Source: an optimization exercise on an open RTL-to-GDS flow (aim: a short achievable clock period and few clock cycles). Production flows keep margins and buffers that such runs may drop.
In this exercise RTL edits were held to simulation tests only and were not proved equivalent to the original.
Power figures rest on the tool's default switching activity, not on a simulated workload.

`flow/design.v`:
```
localparam logic [4:0] LOAD     = 5'b00000;
localparam logic [4:0] STORE    = 5'b01000;
localparam logic [4:0] BRANCH   = 5'b11000;
localparam logic [4:0] JALR     = 5'b11001;
localparam logic [4:0] MISC_MEM = 5'b00011;
localparam logic [4:0] JAL      = 5'b11011;
localparam logic [4:0] OP_IMM   = 5'b00100;
localparam logic [4:0] OP       = 5'b01100;
localparam logic [4:0] SYSTEM   = 5'b11100;
localparam logic [4:0] AUIPC    = 5'b00101;
localparam logic [4:0] LUI      = 5'b01101;
module alu #(
    parameter XLEN = 32
)(
    input [2:0] funct3,
    input [6:0] funct7,
    input [XLEN-1:0] operand_1,
    input [XLEN-1:0] operand_2,
    output logic [XLEN-1:0] result
);
    localparam BASEOP = 7'b0000000;
    localparam ADD = 3'b000;  
    localparam SL = 3'b001;  
    localparam SLT = 3'b010;  
    localparam SLTU = 3'b011;  
    localparam XOR = 3'b100;  
    localparam SRL = 3'b101;  
    localparam OR = 3'b110;  
    localparam AND = 3'b111;  
    localparam ALTOP = 7'b0100000;
    localparam SUB = 3'b000;
    localparam SRA = 3'b101;
    localparam shamt_len = XLEN == 32 ? 5 : 6;
    always @(*) begin
        case({funct7, funct3})
        {BASEOP, ADD}: result = operand_1 + operand_2;
        {BASEOP, SL}: result = operand_1 << operand_2[shamt_len-1:0];
        {BASEOP, SLT}: result = {{(XLEN-1){1'b0}}, $signed(operand_1) < $signed(operand_2)};
        {BASEOP, SLTU}: result = {{(XLEN-1){1'b0}}, operand_1 < operand_2};
        {BASEOP, XOR}: result = operand_1 ^ operand_2;
        {BASEOP, SRL}: result = operand_1>>operand_2[shamt_len-1:0];
        {BASEOP, OR}: result = operand_1 | operand_2;
        {BASEOP, AND}: result = operand_1 & operand_2;
        {ALTOP, SUB}: result = operand_1 - operand_2;
        {ALTOP, SRA}: result = $unsigned($signed(operand_1)>>>operand_2[shamt_len-1:0]);
        default: result = 'x;
        endcase
    end
endmodule
module idu #(
    parameter XLEN = 32
)(
    input logic [31:2] instr,
    output logic [XLEN-1:0] imm,
    output logic [2:0] funct3,
    output logic [6:0] funct7,
    output logic op1_pc,
    output logic op1_zero,
    output logic op2_imm
);
localparam logic [4:0] LOAD     = 5'b00000;
localparam logic [4:0] STORE    = 5'b01000;
localparam logic [4:0] BRANCH   = 5'b11000;
localparam logic [4:0] JALR     = 5'b11001;
localparam logic [4:0] MISC_MEM = 5'b00011;
localparam logic [4:0] JAL      = 5'b11011;
localparam logic [4:0] OP_IMM   = 5'b00100;
localparam logic [4:0] OP       = 5'b01100;
localparam logic [4:0] SYSTEM   = 5'b11100;
localparam logic [4:0] AUIPC    = 5'b00101;
localparam logic [4:0] LUI      = 5'b01101;
    logic [4:0] opcode;
    assign opcode = instr[6:2];
    always @(*) begin
        op1_pc = 0;
        op1_zero = 0;
        op2_imm = 0;
        funct3 = instr[14:12];
        funct7 = 0;
        imm = 'x;
        case(opcode)
        LOAD: begin
            op2_imm = 1;
            funct3 = 'b000;  
            imm = {{(XLEN-11){instr[31]}}, instr[30:20]};
        end
        STORE: begin
            op2_imm = 1;
            funct3 = 'b000;  
            imm = {{(XLEN-11){instr[31]}}, instr[30:25], instr[11:7]};
        end
        BRANCH: begin
            op1_pc = 1;
            op2_imm = 1;
            funct3 = 'b000;  
            imm = {{(XLEN-12){instr[31]}}, instr[7], instr[30:25], instr[11:8], 1'b0};
        end
        JALR: begin
            op2_imm = 1;
            funct3 = 'b000;  
            imm = {{(XLEN-11){instr[31]}}, instr[30:20]};
        end
        MISC_MEM: ;  
        JAL: begin
            op1_pc = 1;
            op2_imm = 1;
            funct3 = 'b000;  
            imm = {{(XLEN-20){instr[31]}}, instr[19:12], instr[20], instr[30:21], 1'b0};
        end
        OP_IMM: begin
            op2_imm = 1;
            imm = {{(XLEN-11){instr[31]}}, instr[30:20]};
            if(funct3 == 'b101 | funct3 == 'b001) begin
                funct7 = XLEN==32?instr[31:25]:{instr[31:26], 1'b0};
                imm = XLEN==32?{{(XLEN-5){1'b0}}, instr[24:20]}:{{(XLEN-6){1'b0}}, instr[25:20]};
            end
        end
        OP: begin
            funct7 = instr[31:25];
        end
        SYSTEM: ;  
        AUIPC: begin
            op1_pc = 1;
            op2_imm = 1;
            funct3 = 'b000;  
            imm = {{(XLEN-31){instr[31]}}, instr[30:12], {12{1'b0}}};
        end
        LUI: begin
            op1_zero = 1;
            op2_imm = 1;
            funct3 = 'b000;  
            imm = {{(XLEN-31){instr[31]}}, instr[30:12], {12{1'b0}}};
        end
        default: ;
        endcase
    end
endmodule
module ieu #(
    parameter XLEN = 32
) (
    input logic clk,
    input logic [31:2] instr,
    input logic stall,
    input logic [XLEN-1:0] curr_pc,  
    input logic [XLEN-1:0] rs1_data,
    input logic [XLEN-1:0] rs2_data,
    output logic [XLEN-1:0] result
);
    logic [XLEN-1:0] imm_0, imm_1, operand_1, operand_2;
    logic [2:0] funct3_0, funct3_1;
    logic [6:0] funct7_0, funct7_1;
    logic op1_pc_0, op1_pc_1, op1_zero_0, op1_zero_1, op2_imm_0, op2_imm_1;
    assign operand_1 = op1_pc_1 ? curr_pc : (op1_zero_1 ? '0 : rs1_data);
    assign operand_2 = op2_imm_1 ? imm_1 : rs2_data;
    always @(posedge clk) begin
        if(!stall) begin
            imm_1 <= imm_0;
            funct3_1 <= funct3_0;
            funct7_1 <= funct7_0;
            op1_pc_1 <= op1_pc_0;
            op1_zero_1 <= op1_zero_0;
            op2_imm_1 <= op2_imm_0;
        end
    end
    idu #(
        .XLEN(XLEN)
    ) idu (
        .instr,
        .imm(imm_0),
        .funct3(funct3_0),
        .funct7(funct7_0),
        .op1_pc(op1_pc_0),
        .op1_zero(op1_zero_0),
        .op2_imm(op2_imm_0)
    );
    alu #(
        .XLEN(XLEN)
    ) alu (
        .funct3(funct3_1),
        .funct7(funct7_1),
        .operand_1,
        .operand_2,
        .result
    );
endmodule
module jbu #(
    parameter XLEN = 32
) (
    input logic [31:2] instr,
    input logic [XLEN-1:0] rs1_data,
    input logic [XLEN-1:0] rs2_data,
    output logic jack,
    output logic je
);
    localparam BEQ = 3'b000;
    localparam BNE = 3'b001;
    localparam BLT = 3'b100;
    localparam BGE = 3'b101;
    localparam BLTU = 3'b110;
    localparam BGEU = 3'b111;
localparam logic [4:0] LOAD     = 5'b00000;
localparam logic [4:0] STORE    = 5'b01000;
localparam logic [4:0] BRANCH   = 5'b11000;
localparam logic [4:0] JALR     = 5'b11001;
localparam logic [4:0] MISC_MEM = 5'b00011;
localparam logic [4:0] JAL      = 5'b11011;
localparam logic [4:0] OP_IMM   = 5'b00100;
localparam logic [4:0] OP       = 5'b01100;
localparam logic [4:0] SYSTEM   = 5'b11100;
localparam logic [4:0] AUIPC    = 5'b00101;
localparam logic [4:0] LUI      = 5'b01101;
    logic [4:0] opcode;
    logic [2:0] funct3;
    assign opcode = instr[6:2];
    assign funct3 = instr[14:12];
    always @(*) begin
        jack = 0;
        je = 0;
        case(opcode)
        BRANCH: begin
            jack = 1;
            case(funct3)
            BEQ: je = rs1_data == rs2_data;
            BNE: je = rs1_data != rs2_data;
            BLT: je = $signed(rs1_data) < $signed(rs2_data);
            BGE: je = $signed(rs1_data) >= $signed(rs2_data);
            BLTU: je = rs1_data < rs2_data;
            BGEU: je = rs1_data >= rs2_data;
            default: ;
            endcase
        end
        JALR: begin
            jack = 1;
            je = 1;
        end
        JAL: begin
            jack = 1;
            je = 1;
        end
        default: ;
        endcase
    end
endmodule
module hc #(
    parameter pipeline_length = 4
) (
    input logic [31:2] instr_1,
    input logic [31:2] instr_2,
    input logic [31:2] instr_3,
    output logic stall
);
localparam logic [4:0] LOAD     = 5'b00000;
localparam logic [4:0] STORE    = 5'b01000;
localparam logic [4:0] BRANCH   = 5'b11000;
localparam logic [4:0] JALR     = 5'b11001;
localparam logic [4:0] MISC_MEM = 5'b00011;
localparam logic [4:0] JAL      = 5'b11011;
localparam logic [4:0] OP_IMM   = 5'b00100;
localparam logic [4:0] OP       = 5'b01100;
localparam logic [4:0] SYSTEM   = 5'b11100;
localparam logic [4:0] AUIPC    = 5'b00101;
localparam logic [4:0] LUI      = 5'b01101;
    logic [4:0] rs1;
    logic [4:0] rs2;
    always @(*) begin
        rs1 = instr_1[19:15];
        rs2 = instr_1[24:20];
        case(instr_1[6:2])
        LOAD: begin
            rs2 = 0;
        end
        JALR: begin
            rs2 = 0;
        end
        OP_IMM: begin
            rs2 = 0;
        end
        SYSTEM: begin
            rs1 = 0;
            rs2 = 0;
        end
        AUIPC: begin
            rs1 = 0;
            rs2 = 0;
        end
        LUI: begin
            rs1 = 0;
            rs2 = 0;
        end
        default: ;
        endcase
    end
    logic [pipeline_length-1:2] hit;
    generate
        for (genvar i = 2; i < pipeline_length; i++) begin : gen_hazard
            logic [31:2] ins;
            logic [4:0] op, rd;
            assign ins = (i == 2) ? instr_2 : instr_3;
            assign op = ins[6:2];
            assign rd = ins[11:7];
            assign hit[i] = (op == LOAD | op == JALR | op == JAL | op == OP_IMM | op == OP | op == AUIPC | op == LUI)
                & (rd == rs1 | rd == rs2) & (rd != 0);
        end
    endgenerate
    assign stall = |hit;
endmodule
module sync_sram #(
    parameter XLEN = 32,
    parameter depth = 5
) (
    input logic clk,
    input logic rs_hold,
    input logic [depth-1:0] rs1_addr,
    input logic [depth-1:0] rs2_addr,
    input logic rd_we,
    input logic [depth-1:0] rd_addr,
    input logic [XLEN-1:0] rd_data,
    output logic [XLEN-1:0] rs1_data,
    output logic [XLEN-1:0] rs2_data
);
    logic [XLEN-1:0] ram [(1<<depth)-1:1];
    always @(posedge clk) begin
        if(rd_we && rd_addr != 0) ram[rd_addr] <= rd_data;
        if(!rs_hold) begin
            if(rs1_addr != 0) rs1_data <= ram[rs1_addr];
            else rs1_data <= 0;
            if(rs2_addr != 0) rs2_data <= ram[rs2_addr];
            else rs2_data <= 0;
        end
    end
endmodule
module rf #(
    parameter XLEN = 32
) (
    input logic clk,
    input logic rs_hold,
    input logic [31:2] rs_instr,
    input logic [31:2] rd_instr,
    input logic [XLEN-1:0] ieu_result,
    input logic [XLEN-1:0] lsu_data,
    input logic [XLEN-1:0] inc_pc,
    output logic [XLEN-1:0] rs1_data,
    output logic [XLEN-1:0] rs2_data
);
    logic rd_we;
localparam logic [4:0] LOAD     = 5'b00000;
localparam logic [4:0] STORE    = 5'b01000;
localparam logic [4:0] BRANCH   = 5'b11000;
localparam logic [4:0] JALR     = 5'b11001;
localparam logic [4:0] MISC_MEM = 5'b00011;
localparam logic [4:0] JAL      = 5'b11011;
localparam logic [4:0] OP_IMM   = 5'b00100;
localparam logic [4:0] OP       = 5'b01100;
localparam logic [4:0] SYSTEM   = 5'b11100;
localparam logic [4:0] AUIPC    = 5'b00101;
localparam logic [4:0] LUI      = 5'b01101;
    logic [4:0] rd_opcode;
    logic [XLEN-1:0] rd_data;
    logic [4:0] rs1_addr;
    logic [4:0] rs2_addr;
    logic [4:0] rd_addr;
    assign rd_opcode = rd_instr[6:2];
    assign rs1_addr = rs_instr[19:15];
    assign rs2_addr = rs_instr[24:20];
    assign rd_addr = rd_instr[11:7];
    always @(*) begin
        rd_we = 0;
        rd_data = 'x;
        case(rd_opcode)
        LOAD: begin
            rd_we = 1;
            rd_data = lsu_data;
        end
        JALR: begin
            rd_we = 1;
            rd_data = inc_pc;
        end
        JAL: begin
            rd_we = 1;
            rd_data = inc_pc;
        end
        OP_IMM: begin
            rd_we = 1;
            rd_data = ieu_result;
        end
        OP: begin
            rd_we = 1;
            rd_data = ieu_result;
        end
        AUIPC: begin
            rd_we = 1;
            rd_data = ieu_result;
        end
        LUI: begin
            rd_we = 1;
            rd_data = ieu_result;
        end
        default: ;
        endcase
    end
    sync_sram #(
        .XLEN(XLEN)
    ) irf (
        .clk,
        .rs_hold,
        .rs1_addr,
        .rs2_addr,
        .rd_we,
        .rd_addr,
        .rd_data,
        .rs1_data,
        .rs2_data
    );
endmodule
module decomp (
    input logic [31:0] instr_in,
    output logic compressed,
    output logic [31:2] instr_out
);
    always @(*) begin
        compressed = 0;
        if(instr_in[1:0] == 'b11) instr_out = instr_in[31:2];
        else begin
            compressed = 1;
            instr_out = 30'h4;  
        end
    end
endmodule
module pc #(
    parameter XLEN = 32
) (
    input logic clk,
    input logic rst,
    input logic stall,
    input logic compressed,
    input logic je,
    input logic [XLEN-1:0] ja,
    output logic [XLEN-1:0] curr_pc,
    output logic [XLEN-1:0] inc_pc,
    output logic [XLEN-1:0] next_pc
);
    assign inc_pc = curr_pc + (compressed?2:4);
    always_comb begin
        next_pc = inc_pc;
        if(je) begin
            next_pc = ja;
        end
        if(stall) begin
            next_pc = curr_pc;
        end
    end
    always @(posedge clk) begin
        if(rst) curr_pc <= 0;
        else curr_pc <= next_pc;
    end
endmodule
module ifu #(
    parameter XLEN = 32
) (
    input logic clk,
    input logic rst,
    output logic [XLEN-1:0] i_adr,
    output logic i_stb,
    input logic [XLEN-1:0] i_dat_r,
    input logic i_ack,
    input logic stall,
    input logic jack,
    input logic je,
    input logic [XLEN-1:0] ja,
    output logic stalled,
    output logic [31:2] instr_out,
    output logic [XLEN-1:0] curr_pc,
    output logic [XLEN-1:0] inc_pc
);
localparam logic [4:0] LOAD     = 5'b00000;
localparam logic [4:0] STORE    = 5'b01000;
localparam logic [4:0] BRANCH   = 5'b11000;
localparam logic [4:0] JALR     = 5'b11001;
localparam logic [4:0] MISC_MEM = 5'b00011;
localparam logic [4:0] JAL      = 5'b11011;
localparam logic [4:0] OP_IMM   = 5'b00100;
localparam logic [4:0] OP       = 5'b01100;
localparam logic [4:0] SYSTEM   = 5'b11100;
localparam logic [4:0] AUIPC    = 5'b00101;
localparam logic [4:0] LUI      = 5'b01101;
    localparam logic RUNNING = 1'b0;  
    localparam logic JUMP = 1'b1;  
    logic curr_state;
    logic next_state;
    logic [31:2] instr_decomp;
    logic [4:0] opcode;
    assign opcode = instr_out[6:2];
    logic compressed, pc_stall;
    always @(*) begin
        next_state = curr_state;
        stalled = 0;
        instr_out = instr_decomp;
        i_stb = 1;
        pc_stall = stall;
        if(!i_ack) begin
            pc_stall = 1;
            instr_out = 'h4;
        end
        case(curr_state)
        RUNNING: begin
            if((opcode == BRANCH | opcode == JALR | opcode == JAL) & !stall) begin
                pc_stall = 1;
                next_state = JUMP;
            end
        end
        JUMP: begin
            pc_stall = 1;
            instr_out = 'h4;
            if(jack) begin
                pc_stall = 0;
                next_state = RUNNING;
            end
        end
        endcase
    end
    always @(posedge clk) begin
        if(rst) curr_state <= RUNNING;
        else curr_state <= next_state;
    end
    pc #(
        .XLEN(XLEN)
    ) pc (
        .clk,
        .rst,
        .stall(pc_stall),
        .compressed(compressed & i_ack & (curr_state == RUNNING)),
        .je(je & (curr_state == JUMP)),
        .ja({ja[XLEN-1:1], 1'b0}),
        .curr_pc,
        .inc_pc,
        .next_pc(i_adr)
    );
    decomp decomp (
        .instr_in(i_dat_r),
        .compressed,
        .instr_out(instr_decomp)
    );
endmodule
module lsu #(
    parameter XLEN = 32
) (
    input logic clk,
    input logic rst,
    output logic [XLEN-1:0] d_adr,
    output logic [XLEN-1:0] d_dat_w,
    output logic [XLEN/8-1:0] d_sel,
    output logic d_we,
    output logic d_stb,
    input logic [XLEN-1:0] d_dat_r,
    input logic d_ack,
    input logic [31:2] instr,
    input logic [XLEN-1:0] ieu_result,
    input logic [XLEN-1:0] rs2_data,
    output logic stalled,
    output logic [XLEN-1:0] data
);
localparam logic [4:0] LOAD     = 5'b00000;
localparam logic [4:0] STORE    = 5'b01000;
localparam logic [4:0] BRANCH   = 5'b11000;
localparam logic [4:0] JALR     = 5'b11001;
localparam logic [4:0] MISC_MEM = 5'b00011;
localparam logic [4:0] JAL      = 5'b11011;
localparam logic [4:0] OP_IMM   = 5'b00100;
localparam logic [4:0] OP       = 5'b01100;
localparam logic [4:0] SYSTEM   = 5'b11100;
localparam logic [4:0] AUIPC    = 5'b00101;
localparam logic [4:0] LUI      = 5'b01101;
    localparam logic [1:0] IDLE = 2'd0;
    localparam logic [1:0] READ = 2'd1;
    localparam logic [1:0] WRITE = 2'd2;
    localparam BYTE = 2'b00;
    localparam HALF = 2'b01;
    localparam WORD = 2'b10;
    localparam SIGNED = 1'b0;
    localparam UNSIGNED = 1'b1;
    logic [1:0] curr_state;
    logic [1:0] next_state;
    logic [2:0] funct3;
    assign funct3 = instr[14:12];
    logic [XLEN-1:0] dat_r;
    assign dat_r = d_dat_r >> {ieu_result[1:0], 3'b000};
    assign d_adr = ieu_result;
    always @(*) begin
        case(funct3[1:0])
        BYTE: begin
            d_dat_w = {4{rs2_data[7:0]}};
            d_sel = 4'b0001 << ieu_result[1:0];
        end
        HALF: begin
            d_dat_w = {2{rs2_data[15:0]}};
            d_sel = ieu_result[1] ? 4'b1100 : 4'b0011;
        end
        default: begin
            d_dat_w = rs2_data;
            d_sel = 4'b1111;
        end
        endcase
    end
    always @(*) begin
        next_state = curr_state;
        stalled = 0;
        data = 'x;
        d_we = 0;
        d_stb = 0;
        case(curr_state)
        IDLE: begin
            stalled = 0;
            data = 'x;
            d_we = 0;
            d_stb = 0;
            if(instr[6:2] == LOAD) begin
                next_state = READ;
                stalled = 1;
                d_stb = 1;
            end
            if(instr[6:2] == STORE) begin
                next_state = WRITE;
                d_we = 1;
                stalled = 1;
                d_stb = 1;
            end
        end
        READ: begin
            stalled = 1;
            case(funct3)
                {SIGNED, BYTE}: data = {{(XLEN-7){dat_r[7]}}, dat_r[6:0]};
                {SIGNED, HALF}: data = {{(XLEN-15){dat_r[15]}}, dat_r[14:0]};
                {SIGNED, WORD}: data = {{(XLEN-31){dat_r[31]}}, dat_r[30:0]};
                {UNSIGNED, BYTE}: data = {{(XLEN-8){1'b0}}, dat_r[7:0]};
                {UNSIGNED, HALF}: data = {{(XLEN-16){1'b0}}, dat_r[15:0]};
                {UNSIGNED, WORD}: data = {{(XLEN-32){1'b0}}, dat_r[31:0]};
                default: data = 'x;
            endcase
            d_we = 0;
            d_stb = 1;
            if(d_ack) begin
                next_state = IDLE;
                stalled = 0;
                d_we = 0;
                d_stb = 0;
            end
        end
        WRITE: begin
            stalled = 1;
            data = 'x;
            d_we = 1;
            d_stb = 1;
            if(d_ack) begin
                next_state = IDLE;
                stalled = 0;
                d_we = 0;
                d_stb = 0;
            end
        end
        default: ;
        endcase
    end
    always @(posedge clk) begin
        if(rst) curr_state <= IDLE;
        else curr_state <= next_state;
    end
endmodule
/*verilator lint_off UNOPTFLAT*/
module core #(
    parameter XLEN = 32
) (
    input logic clk,
    input logic rst,
    output logic [XLEN-1:0] i_adr,
    output logic i_stb,
    input logic [XLEN-1:0] i_dat_r,
    input logic i_ack,
    output logic [XLEN-1:0] d_adr,
    output logic [XLEN-1:0] d_dat_w,
    output logic [XLEN/8-1:0] d_sel,
    output logic d_we,
    output logic d_stb,
    input logic [XLEN-1:0] d_dat_r,
    input logic d_ack
);
    localparam pipeline_length = 4;
    localparam NOP = 30'h4;
    logic [pipeline_length-1:0][31:2] instr;
    logic [pipeline_length-1:0][XLEN-1:0] curr_pc;
    logic [pipeline_length-1:0][XLEN-1:0] inc_pc;
    logic [XLEN-1:0] rs1_data_2, rs2_data_2, ieu_result_2;
    logic [XLEN-1:0] rs1_data_3, rs2_data_3, ieu_result_3, lsu_data;
    logic [pipeline_length-1:0] stalled;
    logic [pipeline_length-1:0] stall;
    logic je, jack;
    assign stalled[2] = 1'b0;
    generate
        for (genvar i = 0; i < pipeline_length; i++) begin : gen_stall
            if (i == pipeline_length - 1) begin: gen_final_stall
                assign stall[i] = stalled[i];
            end else begin: gen_prop_stall
                assign stall[i] = stalled[i] | stall[i+1];
            end
        end
    endgenerate
    generate
        for (genvar i = 1; i < pipeline_length; i++) begin : gen_pipe_regs
            always @(posedge clk) begin
                if (!stall[i]) begin
                    instr[i]   <= instr[i-1];
                    inc_pc[i]  <= inc_pc[i-1];
                    curr_pc[i] <= curr_pc[i-1];
                end
                if (stall[i-1] && !stall[i]) begin
                    instr[i] <= NOP;
                end
                if (rst) begin
                    instr[i] <= NOP;
                end
            end
        end
    endgenerate
    always @(posedge clk) begin
        if(!stall[3]) begin
            ieu_result_3 <= ieu_result_2;
            rs1_data_3 <= rs1_data_2;
            rs2_data_3 <= rs2_data_2;
        end
    end
    hc #(
        .pipeline_length(pipeline_length)
    ) hc (
        .instr_1(instr[1]),
        .instr_2(instr[2]),
        .instr_3(instr[3]),
        .stall(stalled[1])
    );
    rf #(
        .XLEN(XLEN)
    ) rf (
        .clk,
        .rs_hold(stall[2]),
        .rs_instr(instr[1]),
        .rd_instr(instr[3]),
        .ieu_result(ieu_result_3),
        .lsu_data,
        .inc_pc(inc_pc[3]),
        .rs1_data(rs1_data_2),
        .rs2_data(rs2_data_2)
    );
    ifu #(
        .XLEN(XLEN)
    ) ifu (
        .clk,
        .rst,
        .i_adr,
        .i_stb,
        .i_dat_r,
        .i_ack,
        .stall(stall[0]),
        .jack,
        .je,
        .ja(ieu_result_2),
        .stalled(stalled[0]),
        .instr_out(instr[0]),
        .curr_pc(curr_pc[0]),
        .inc_pc(inc_pc[0])
    );
    ieu #(
        .XLEN(XLEN)
    ) ieu (
        .clk,
        .instr(instr[1]),
        .stall(stall[2]),
        .curr_pc(curr_pc[2]),
        .rs1_data(rs1_data_2),
        .rs2_data(rs2_data_2),
        .result(ieu_result_2)
    );
    jbu #(
        .XLEN(XLEN)
    ) jbu (
        .instr(instr[2]),
        .rs1_data(rs1_data_2),
        .rs2_data(rs2_data_2),
        .jack,
        .je
    );
    lsu #(
        .XLEN(XLEN)
    ) lsu (
        .clk,
        .rst,
        .d_adr,
        .d_dat_w,
        .d_sel,
        .d_we,
        .d_stb,
        .d_dat_r,
        .d_ack,
        .instr(instr[3]),
        .ieu_result(ieu_result_3),
        .rs2_data(rs2_data_3),
        .stalled(stalled[3]),
        .data(lsu_data)
    );
endmodule
/*verilator lint_on UNOPTFLAT*/
module riscv_core #(
    parameter XLEN = 32
) (
    input logic clk,
    input logic rst,
    output logic [XLEN-1:0] i_adr,
    output logic i_stb,
    input logic [XLEN-1:0] i_dat_r,
    input logic i_ack,
    output logic [XLEN-1:0] d_adr,
    output logic [XLEN-1:0] d_dat_w,
    output logic [XLEN/8-1:0] d_sel,
    output logic d_we,
    output logic d_stb,
    input logic [XLEN-1:0] d_dat_r,
    input logic d_ack
);
    logic [XLEN-1:0] i_dat_r_q, d_dat_r_q;
    logic i_ack_q, d_ack_q;
    always @(posedge clk) begin
        i_dat_r_q <= i_dat_r;
        d_dat_r_q <= d_dat_r;
        if(rst) begin
            i_ack_q <= 0;
            d_ack_q <= 0;
        end else begin
            i_ack_q <= i_ack;
            d_ack_q <= d_ack;
        end
    end
    core #(
        .XLEN(XLEN)
    ) core (
        .clk,
        .rst,
        .i_adr,
        .i_stb,
        .i_dat_r(i_dat_r_q),
        .i_ack(i_ack_q),
        .d_adr,
        .d_dat_w,
        .d_sel,
        .d_we,
        .d_stb,
        .d_dat_r(d_dat_r_q),
        .d_ack(d_ack_q)
    );
endmodule
```
`flow/run.sh`:
```
#!/bin/bash
# synth_recipe.tcl (not shown) runs the flow's synth.tcl, then flattens the netlist and writes it again
# the make line also repeats each setting of config.mk as NAME=value (left out here)
make -C /OpenROAD-flow-scripts/flow DESIGN_CONFIG=/design/flow/config.mk WORK_HOME=/design/flow/orfs CLKGATE_MAP_FILE= SYNTH_SCRIPT=/design/flow/synth_recipe.tcl finish
```
`flow/config.mk`:
```
export PLATFORM = sky130hd
export DESIGN_NAME = riscv_core
export DESIGN_NICKNAME = riscv_core
export VERILOG_FILES = /design/flow/design.v
export SDC_FILE = /design/flow/constraint.sdc
export NUM_CORES = 4
export LEC_CHECK = 0
export CAP_MARGIN = 20
export CORE_MARGIN = 2
export CORE_UTILIZATION = 40
export PLACE_DENSITY = 0.6
export SLEW_MARGIN = 20
```
`flow/constraint.sdc`:
```
create_clock -name core_clock -period 10.0 [get_ports {clk}]
set_input_delay 2.0000 -clock core_clock [delete_from_list [all_inputs] [get_ports {clk}]]
set_output_delay 2.0000 -clock core_clock [all_outputs]
set_load 0.01 [all_outputs]
```
==> results.sh <==
export IMPL_core_mm2=0.188
export IMPL_rrSetupSlack_ns=4.13
export IMPL_grt_pass1_vias=49096
export IMPL_drt_met1_wl_mm=108
export IMPL_slowest_delay_ns=0.73
export IMPL_grt_pass1_wl_mm=381
export IMPL_synth_area_leader_cell="edfxtp_1"
export IMPL_cts_num_sinks=1480
export IMPL_drt_wl_total_mm=274
export IMPL_finalSetupViolCount=0
export IMPL_post_cts_repair_setup_buffers=0
export IMPL_timing_worst_slew_pin_value_ns=1.15
export IMPL_cp_slowest_cell="mux2i_4"
export IMPL_met3_length_mm=23.1
export IMPL_path_cells="buf_4 -> mux2i_4 -> inv_6 -> ha_1 -> fa_1 -> nor2b_1 -> o21ai_0 -> a31oi_1 -> a221oi_1 -> buf_4 -> o21a_1 -> o21ba_2 -> nor2_1 -> mux2i_1 -> o221ai_1 -> a221o_1 -> clkdlybuf4s50_1"
export IMPL_period_needed_ns=8.96
export IMPL_floorplan_initialDensity_pct=40.2
export IMPL_gp_congestion=0.972
export IMPL_setup_tns_ns=0
export IMPL_cpMostUsedCell="buf_4"
export IMPL_cts_buffer_depth=3
export IMPL_syn_area_mm2=0.0754
export IMPL_grt_max_degree=175
export IMPL_areaGrowthSynthToFinish_pct=13.4
export IMPL_critical_path_top_delay_family="compound AO/OA/AOI/OAI gates"
export IMPL_cp_depth=17
export IMPL_worstPathMaxFanout=58
export IMPL_cts_repair_resized=0
export IMPL_cp_data_required_time_ns=8.00
export IMPL_num_rows=159
export IMPL_clock_root_buffer="clkbuf_16"
export IMPL_finalClockSkew_ns=0.0676
export IMPL_cp_end_kind="primary output"
export IMPL_synth_cell_types=99
export IMPL_clk_pin_slew_ns=0.06
export IMPL_synth_edff_count=1323
export IMPL_topRoutingLayerUsed="met5"
export IMPL_drc_errors=0
export IMPL_antenna_left=0
export IMPL_dr_pass1_iters=6
export IMPL_seq_area_frac_synth_pct=56.8
export IMPL_vias=50751
export IMPL_final_util_pct=45.6
export IMPL_track_usage_pct=28.1
export IMPL_hold_path_class="flop to flop"
export IMPL_antenna_found_initial=15
export IMPL_rsz0062_at_grt="no"
export IMPL_powerDensity_mw_per_mm2=295
export IMPL_dp_hpwl_mm=181
export IMPL_power_uw=25200
export IMPL_cts_made_buffers=158
export IMPL_dieArea_mm2=0.192
export IMPL_fmax_ghz=0.112
export IMPL_relSlewSlack_pct=23.1
export IMPL_synth_main_ff_cell="edfxtp_1"
export IMPL_worstRegToRegCells=13
export IMPL_avgSynthCellArea_um2=14.3
export IMPL_yosysMostFrequentCell="edfxtp_1"
export IMPL_cts_tree="built"
export IMPL_crit_type="flop to primary output"
export IMPL_grt_ovfl_total=0
export IMPL_port_buffers=169
export IMPL_r2r_start="core.ieu.op2_imm_1"
export IMPL_io_pins=171
export IMPL_ir_worst_vdd_mv=0.265
export IMPL_status="complete, no violations"
export IMPL_vias_per_cell=6.36
export IMPL_crit_arrival_ns=6.96
export IMPL_clk_latency_ns=0.84
export IMPL_cts_hold_buf=0
export IMPL_p_leak_uw=0.0277
export IMPL_r2r_end="core.ieu_result_3[0]"
export IMPL_syn_inst=5275
export IMPL_fp_dieH_um=438
export IMPL_maxCapViolations=0
export IMPL_routed_wl_met2_mm=129
export IMPL_drt_initial_drc_count=6453
export IMPL_post_drt_wl_per_cell_um=34.3
export IMPL_yosys_top_cells_area="edfxtp_1, mux4_2, dfxtp_1"
export IMPL_setup_worst_path_start="core.ieu.op2_imm_1"
export IMPL_yosys_warnings=13
export IMPL_h_tree_depth=4
export IMPL_synth_nets=5480
export IMPL_timing_final_crit_share_pct=89.6
export IMPL_hold_viol=0
export IMPL_drive_gt1_share_pct=20.4
export IMPL_ys_seq_elements=1480
export IMPL_synth_top_area_share_pct=52.7
export IMPL_synth_commonest_cells="edfxtp_1, mux4_2, nor2_1"
export IMPL_dieWidth_um=438
export IMPL_maxSlewViolCount=0
export IMPL_nets=5566
export IMPL_path_buf_inv=4
export IMPL_critical_path_endpoint="i_adr[30]"
export IMPL_start_kind="flop"
export IMPL_async_flop_share_pct=0
-- registers in the layout, summed over array words and instances, names as in the netlist, 2 cells and up --
register,flops
core.lsu.curr_state,2
core.ifu.pc.curr_pc,32
core.rf.irf.ram,992
core.ieu.imm_1,32
core.ieu.funct7_1,7
core.rf.irf.rs1_data,32
core.rf.irf.rs2_data,32
d_dat_r_q,32
core.curr_pc,62
core.ieu.funct3_1,3
core.inc_pc,96
core.rs2_data_3,32
core.ieu_result_3,32
i_dat_r_q,32
core.instr,56
-- through the flow --
step / cell area, um^2 / hold slack [ns] / instances / worst slack [ns]
2_1_floorplan: 75400 / 0.400 / 5275 / 0.588
3_3_place_gp: 80200 / 0.400 / 7695 / 2.00
3_5_place_dp: 80200 / 0.405 / 7695 / 1.97
4_1_cts: 85500 / 0.410 / 7975 / 1.03
5_1_grt: 85500 / 0.421 / 7976 / 0.668
6_report: 85500 / 0.408 / 7979 / 1.04
-- how the worst min path moves through the flow --
stage	start	to	cells past startpoint
after floorplan	core.curr_pc[33]	core.curr_pc[65]	0
after global placement	core.inc_pc[55]	core.inc_pc[87]	0
after detailed placement	core.curr_pc[43]	core.curr_pc[75]	0
after CTS	core.inc_pc[92]	core.inc_pc[124]	0
after global routing	core.inc_pc[95]	core.inc_pc[127]	0
final	core.inc_pc[70]	core.inc_pc[102]	0
-- where the power goes --
group / internal, uW / leakage [uW] / switching, uW
sequential: 8700 / 0.0139 / 838
combinational: 2900 / 0.0112 / 6830
clock: 3440 / 0.00255 / 2520
-- metal layers --
metal	up-vias	global-route usage, %
met5	-	0
met4	6	12.3
met3	538	5.51
met2	2573	44.8
met1	26496	37.3
li1	21138	-
-- layout make-up --
cell class / instances / area [um^2]
antenna: 3 / 7.51
clock buffer: 200 / 4240
timing repair buffer: 315 / 2840
sequential: 1480 / 42900
fill: 16296 / 102000
tap: 2495 / 3120
clock inverter: 80 / 1000
multi-input combinational: 3246 / 30800
inverter: 160 / 607
-- logic make-up after synthesis --
group           after synthesis  synth area share, %
compound gates             1002                 8.70
xor+xnor                     53                0.615
fa+ha+maj                   137                 2.30
buf+inv                     549                 2.88
flops                      1480                 56.8
mux                         882                 21.6
other cells                   1              0.00497
simple gates               1171                 7.11
-- placed cells by master, fill, tap and decap left out, drive strengths merged, types with 30 or more instances in the layout --
master	n
a21o	30
inv	162
nor2	400
a31oi	37
xnor2	31
a221o	46
o211ai	37
mux4	587
ha	134
a21oi	320
clkbuf	200
mux2i	250
dfxtp	157
buf	147
nor2b	61
mux2	45
o221ai	33
nand2	348
clkinv	57
a22oi	34
nor3	80
and2	38
clkdlybuf4s50	168
nand3	86
edfxtp	1323
o22ai	45
o21ai	188
Testbench counts, summed over its fixed seeds: cycles 42,610.

==> afterwards: timing with drivers on the ports <==
How much do the figures lean on ideal ports? The routed layout below was timed once more, with nothing changed but the port constraints.
Step 1 (the two cells are an assumption about what drives the block):
set clk [get_ports {clk}]
set_driving_cell -lib_cell sky130_fd_sc_hd__clkbuf_16 $clk
set_driving_cell -lib_cell sky130_fd_sc_hd__buf_2 [delete_from_list [all_inputs] $clk]
Step 2 moves the port delays by t, midway between the first and last clock arrival at a register: inputs arrive t later, outputs are due t later. That takes back most of the time a late clock gives input paths.
Slacks: ideal / step 1 / step 2; pairs: ideal / step 1.
t, ns: 0.898
setup WS [ns]: 1.039 / 0.946 / 1.844
hold slack, ns: 0.408 / 0.408 / 0.408
worst register clock-pin slew, ns: 0.07 / 0.07
cell pins on the clock port's net: 1
After both steps this run still meets setup and hold. The setup slack of this run moves by -0.093 ns with the drivers and by +0.805 ns with both steps.
